What follows belongs to an exercise in optimizing a design on an open flow for small area; a production flow would make more cautious choices. The RTL was checked by simulation tests, not by an equivalence proof against the original design. No activity file was given, so power comes from the tool's default toggle rates.

## job 6013
==> flow/design.v (excerpt) <==
module LCDI 
(
    input wire clk,
    input wire rst_n,
    input wire [8-1:0] data0_in,
    input wire [8-1:0] data1_in,
    input wire [8-1:0] data2_in,
    output wire [8-1:0] data0_out,
    output wire [8-1:0] data1_out,
    output wire [8-1:0] data2_out,
    output wire [8-1:0] data3_out,
    input wire frame_start,
    output reg frame_end,
    output reg line_end,
    output reg data_out_valid,
    output reg data_in_valid,
    input wire data_in_ready
);
Size: roughly 3800 cells after synthesis, about 37000 sq um of cells after synthesis.
export LEC_CHECK = 0
export ABC_AREA = 1
export CAP_MARGIN = 20
export CORE_MARGIN = 2
export CORE_UTILIZATION = 55
export CTS_BUF_LIST = sky130_fd_sc_hd__clkbuf_8
export CTS_CLUSTER_SIZE = 24
export SLEW_MARGIN = 20
export SYNTH_HIERARCHICAL = 1
export SYNTH_MEMORY_MAX_BITS = 65536
create_clock -name core_clock -period 10.0 [get_ports {clk}]
standard.sh (not shown) runs the stock make flow with config.mk's settings and CLKGATE_MAP_FILE= SYNTH_SCRIPT=/design/flow/synth_recipe.tcl, a recipe that flattens the netlist after the stock synthesis.
==> flow/flow/run.sh <==
#!/bin/bash
# Layout flow: the standard flow (standard.sh, all steps), with one change:
# the ABC script used for the area-oriented technology mapping in synthesis
# (ABC_AREA 1) is flow/abc_area.script instead of ORFS's abc_area.script.
# Everything else, including the registers synthesis makes, is unchanged.
set -e
rm -rf scripts_abc
cp -r "$FLOW_HOME/scripts" scripts_abc
cp flow/abc_area.script scripts_abc/abc_area.script
export SCRIPTS_DIR="$PWD/scripts_abc"
bash standard.sh > standard_flow.log 2>&1
==> flow/flow/abc_area.script <==
strash
&get -n
&st
&synch2
&nf -R 1000
&put
Changes in job 7963 relative to job 6013:
--- a/flow/config.mk
+++ b/flow/config.mk
@@ -10,3 +10,3 @@
 export CORE_MARGIN = 2
-export CORE_UTILIZATION = 55
+export CORE_UTILIZATION = 40
 export CTS_BUF_LIST = sky130_fd_sc_hd__clkbuf_8
--- outcome ---
Job 7963: full flow OK, the timing, DRC and antenna checks passed
The launching instance or port of the critical path comes out t0[0] in one run and q0[2] in the other, namely in job 7963 and job 6013 respectively.
Accumulated negative setup slack came out exactly the same in job 7963 and job 6013.
Higher clock skew among job 7963 and job 6013: job 7963
Side by side, antenna diode count turned out higher in job 7963 than in job 6013.
Sort job 7963 and job 6013 by overall via count from detail_route, descending, and job 6013 comes first.
The inputs of job 4434 differ from those of job 7963 as listed below.
--- a/flow/config.mk
+++ b/flow/config.mk
@@ -10,3 +10,3 @@
 export CORE_MARGIN = 2
-export CORE_UTILIZATION = 40
+export CORE_UTILIZATION = 70
 export CTS_BUF_LIST = sky130_fd_sc_hd__clkbuf_8
Notes after the runs:
- Job 4434 did not finish: a tool error stopped it during global routing.
- When job 4434 is measured against job 7963, its die span in y turns out 24% lower.
- Job 4434 against job 7963: standard-cell row count saw a decrease; synthesized-area fraction occupied by ao, oa, aoi and oai cells saw little to no change.
Here is what was changed in the inputs of job 6325 compared with job 4434.
--- a/flow/config.mk
+++ b/flow/config.mk
@@ -8,8 +8,8 @@
 export ABC_AREA = 1
-export CAP_MARGIN = 20
+export CAP_MARGIN = 10
 export CORE_MARGIN = 2
-export CORE_UTILIZATION = 70
+export CORE_UTILIZATION = 40
 export CTS_BUF_LIST = sky130_fd_sc_hd__clkbuf_8
 export CTS_CLUSTER_SIZE = 24
-export SLEW_MARGIN = 20
+export SLEW_MARGIN = 10
 export SYNTH_HIERARCHICAL = 1
## What came out
Job 6325 ran to completion and came out clean on the timing, DRC and antenna checks.
In job 6325, worst slack at placement is higher than in job 4434.
Relative to job 4434, the area after detailed placement of job 6325 is higher by about 4%.
From job 4434 to job 6325, number of port buffers did not move at all.
Measured against job 6325, the number of placement rows of job 4434 comes out at 0.76 times the reference value.
From job 4434 to job 6325, number of enable-type register cells in the synthesized netlist did not move at all.


Another version of the RTL of LCDI (not shown whole).
Size: about 370 flip-flops, about 64 I/O pins.
export LEC_CHECK = 0
export ABC_AREA = 1
export CAP_MARGIN = 20
export CORE_MARGIN = 2
export CORE_UTILIZATION = 40
export SLEW_MARGIN = 20
export SYNTH_HIERARCHICAL = 1
export SYNTH_MEMORY_MAX_BITS = 65536
create_clock -name core_clock -period 10.0 [get_ports {clk}]
Scripts as last shown in full above: flow/flow/run.sh, flow/flow/abc_area.script
The first run completed with no timing, DRC or antenna violations.
Change:
==> flow/run.sh (new file) <==
#!/bin/bash
# synth_recipe.tcl (not shown) runs the flow's synth.tcl, then flattens the netlist and writes it again
# the make line also repeats each setting of config.mk as NAME=value (left out here)
make -C /OpenROAD-flow-scripts/flow DESIGN_CONFIG=/design/flow/config.mk WORK_HOME=/design/flow/orfs CLKGATE_MAP_FILE= SYNTH_SCRIPT=/design/flow/synth_recipe.tcl finish
- CTS_BUF_LIST: unset -> sky130_fd_sc_hd__clkbuf_8
- CTS_CLUSTER_SIZE: unset -> 24
removed: flow/flow/run.sh
removed: flow/flow/abc_area.script
removed: flow/standard.sh
Outcome:
- total power drops by 3.2%
- die area climbs by 9.6%
- setup slack improved by 850 ps
- clock power drops by about 7%
- global-route usage climbs by 3.6 points
- synthesized area climbs by 9.8%
- via count climbs by 12%
- sequential cell count stays the same
Change:
- CTS_BUF_LIST: sky130_fd_sc_hd__clkbuf_8 -> unset
- CTS_CLUSTER_SIZE: 24 -> unset
- The new run produced a clean layout
- area after synthesis is unchanged
- worst setup slack is better by 25 ps
- utilization increases by 0.25 points
- routed wire length increases slightly

re-timing with driven ports:
The results above use ideal ports. As a check the final layouts listed here were re-extracted and re-timed, cells and wires unchanged. Step 1 (the two cells are an assumption about what drives the block):
set clk [get_ports {clk}]
set_driving_cell -lib_cell sky130_fd_sc_hd__clkbuf_16 $clk
set_driving_cell -lib_cell sky130_fd_sc_hd__buf_2 [delete_from_list [all_inputs] $clk]
Step 2, shift: input delay + t, output delay - t, t = (earliest + latest rising clock arrival at the registers) / 2. This alone moves slack from input paths to output paths. Three values: no drivers, after step 1, after step 2; two values: the first two.
run | t (ns) | setup slack, ns | clock arrival spread, ns | slew at the worst register clock pin (ns) | cell pins on the clock port's net
job 6013 | 0.724 | 0.620 / 0.620 / 0.620 | 0.047 / 0.047 | 0.10 / 0.10 | 1
job 7963 | 0.772 | 1.067 / 1.067 / 1.067 | 0.079 / 0.079 | 0.08 / 0.08 | 1
job 6325 | 0.738 | 1.042 / 1.042 / 1.042 | 0.074 / 0.073 | 0.07 / 0.07 | 1
the first run of note 2 | 0.651 | 0.823 / 0.823 / 0.823 | 0.039 / 0.039 | 0.07 / 0.07 | 1
the second run of note 2 | 0.778 | 1.670 / 1.670 / 1.670 | 0.033 / 0.033 | 0.08 / 0.08 | 1
the third run of note 2 | 0.643 | 1.695 / 1.695 / 1.695 | 0.063 / 0.063 | 0.07 / 0.07 | 1
After both steps every run listed still meets setup and hold.
